This design comes from an exercise in tuning for small area and a short achievable clock period on the open sky130 flow, not from production work.
At most, simulation tests tie the RTL to the original design; equivalence was not proved.
Power and IR drop assume default switching activity.

==> flow/design.v (excerpt) <==
module ALU_TOP #(parameter width_top = 16) (A, B, ALU_FUN,
    CLK,RST,
    ARITH_OUT,
    LOGIC_OUT,
    CMP_OUT,
    SHIFT_OUT,
    CARRY_OUT,
    ARITH_FLAG_OUT,
    LOGIC_FLAG_OUT,
    CMP_FLAG_OUT,
    SHIFT_FLAG_OUT
    );
Size in the first run: roughly 2200 cells after synthesis, roughly 56 flip-flops.
export LEC_CHECK = 0
export ABC_AREA = 1
export CAP_MARGIN = 20
export CORE_MARGIN = 2
export CORE_UTILIZATION = 60
export PLACE_DENSITY = 0.72
export SLEW_MARGIN = 20
export SYNTH_HIERARCHICAL = 1
create_clock -name core_clock -period 130.0 [get_ports {CLK}]
standard.sh (not shown) runs the stock make flow with config.mk's settings and CLKGATE_MAP_FILE= SYNTH_SCRIPT=/design/flow/synth_recipe.tcl, a recipe that flattens the netlist after the stock synthesis.
==> flow/flow/run.sh <==
#!/bin/bash
# Own layout flow: the standard flow (standard.sh) with two changes made
# through the environment the ORFS scripts read:
#  - the port buffers are sky130_fd_sc_hd__buf_1 instead of the flow's
#    default choice (every input and output port still gets its buffer);
#  - repair_timing aims for 91 ns of setup slack instead of 0, so that it
#    sizes up and buffers the longest paths (the SDC is unchanged).
# The make run's whole output goes to flow_make.log in this folder; ORFS keeps
# each step's full log under orfs/logs/.
set -euo pipefail
export BUFFER_PORTS_ARGS="-buffer_cell sky130_fd_sc_hd__buf_1"
export SETUP_SLACK_MARGIN=91
bash standard.sh > flow_make.log 2>&1
Change:
--- a/flow/design.v
+++ b/flow/design.v
@@ -1,24 +1,27 @@
 module fa_cell (input a, input b, input c, output s, output co);
     assign s = a ^ b ^ c;
     assign co = (a & b) | (a & c) | (b & c);
 endmodule
 module ha_cell (input a, input b, output s, output co);
     assign s = a ^ b;
     assign co = a & b;
 endmodule
 module hai_cell (input a, input b, output s, output co);
     assign s = ~(a ^ b);
     assign co = a | b;
 endmodule
+module mux_cell (input s, input a, input b, output y);
+    assign y = s ? a : b;
+endmodule
 module xor_cell (input a, input b, output y);
     assign y = a ^ b;
 endmodule
 module xnor_cell (input a, input b, output y);
     assign y = ~(a ^ b);
 endmodule
 module or_cell (input a, input b, output y);
     assign y = a | b;
 endmodule
 module ALU_TOP #(parameter width_top = 16) (A, B, ALU_FUN,
     CLK,RST,
     ARITH_OUT,
@@ -39,25 +42,25 @@
     output [2*width_top-1:0] ARITH_OUT;
     output [2*width_top-1:0] LOGIC_OUT;
     output [2*width_top-1:0] CMP_OUT;
     output [2*width_top-1:0] SHIFT_OUT;
     output CARRY_OUT;
     output ARITH_FLAG_OUT;
     output LOGIC_FLAG_OUT;
     output CMP_FLAG_OUT;
     output SHIFT_FLAG_OUT;
     reg        arith_flag, logic_flag, cmp_flag, shift_flag;
     reg [1:0]  op_r;
     reg [15:0] a_r, b_r;
-    reg [8:0]  dq_r;      
+    wire is_div = (ALU_FUN == 4'b0011);
     reg [8:0]  dr_r;      
     wire [15:7] dq_hi_w;
     wire [8:0] dr_hi;
     wire n1 = ~B[0];
     wire n2 = A[15] & n1;
     wire n3 = A[15] ^ n1;
     wire n4 = n2 | n3;
     wire n5 = n3 ^ 1'b1;
     wire n6 = ~|B[15:1];
     wire ge7 = n4 & n6;
     assign dq_hi_w[15] = ge7;
     wire n8 = ge7 ? n5 : A[15];
@@ -436,27 +439,26 @@
             cmp_flag   <= 1'b0;
             shift_flag <= 1'b0;
         end else begin
             arith_flag <= (ALU_FUN[3:2] == 2'b00);
             logic_flag <= (ALU_FUN[3:2] == 2'b01);
             cmp_flag   <= (ALU_FUN[3:2] == 2'b10);
             shift_flag <= (ALU_FUN[3:2] == 2'b11);
         end
     end
     always @(posedge CLK)
     begin
         op_r <= ALU_FUN[1:0];
-        a_r  <= A;
+        a_r  <= is_div ? {dq_hi_w, A[6:0]} : A;
         b_r  <= B;
-        dq_r <= dq_hi_w;
         dr_r <= dr_hi;
     end
     wire        sub = op_r[0] | cmp_flag;
     wire [15:0] s;
     wire        c;
     wire n2157 = b_r[0] ^ sub;
     wire n2158 = b_r[1] ^ sub;
     wire n2159 = b_r[2] ^ sub;
     wire n2160 = b_r[3] ^ sub;
     wire n2161 = b_r[4] ^ sub;
     wire n2162 = b_r[5] ^ sub;
     wire n2163 = b_r[6] ^ sub;
@@ -2102,25 +2104,25 @@
     wire n1126 = n1045 ^ n1091;
     wire n1127 = n1046 ^ n1093;
     wire n1128 = n1047 ^ n1103;
     wire n1129 = n1048 ^ n1105;
     wire n1130 = n1049 ^ n1107;
     wire n1131 = n1050 ^ n1109;
     wire n1132 = n1051 ^ n1111;
     wire n1133 = n1052 ^ n1113;
     wire n1134 = n1053 ^ n1115;
     wire ge1135 = n1117;
     assign dq_lo_w[0] = ge1135;
     wire        bnz = |b_r;
-    wire [15:0] quot = bnz ? {dq_r, dq_lo_w} : 16'd0;
+    wire [15:0] quot = bnz ? {a_r[15:7], dq_lo_w} : 16'd0;
     reg [31:0] arith_val;
     always @(*)
     begin
         case (op_r)
         2'b00: arith_val = {15'd0, c, s};
         2'b01: arith_val = {{16{~c}}, s};
         2'b10: arith_val = prod;
         default: arith_val = {16'd0, quot};
         endcase
     end
     assign ARITH_OUT = arith_flag ? arith_val : 32'd0;
     assign CARRY_OUT = ARITH_OUT[16];
Result: Final area goes up by about 0.45%. Worst hold slack gains 0.011 ns. Die area hardly moves. Total power goes down by about 5.5%. Synthesized cell count hardly moves. Setup slack gains 0.20 ns. Combinational power goes down by about 4%. Final cell count is about the same. Clock power goes down by about 4%. Wire length goes up by about 0.9%. Count of clock-buffer cells in the layout does not change. Utilization goes up by 0.29 points.
No functional check of the RTL was part of the second run of this note.

==> re-timing with driven ports <==
The flow's constraints put no driver on any port. The routed layouts listed below were extracted and timed again, unchanged, in two steps. Step 1 (the two cells are an assumption about what drives the block):
set clk [get_ports {CLK}]
set_driving_cell -lib_cell sky130_fd_sc_hd__clkbuf_16 $clk
set_driving_cell -lib_cell sky130_fd_sc_hd__buf_2 [delete_from_list [all_inputs] $clk]
Step 2 times the ports against the registers' clock, not the clock port: input delays grow and output delays shrink by t, the midpoint of the rising clock arrivals with the driver on. Three values: ideal ports, drivers, drivers and shift; two values: the first two.
run | t, ns | slack for setup (ns) | worst hold slack (ns)
the first run | 0.362 | 91.599 / 91.548 / 91.643 | 25.502 / 25.521 / 25.883
the second run | 0.369 | 91.800 / 91.747 / 91.716 | 25.513 / 25.496 / 25.865
After both steps setup and hold are still met in every run listed. The setup slack of the second run, which loses most, moves by -0.053 ns with the drivers and by -0.084 ns with both steps.
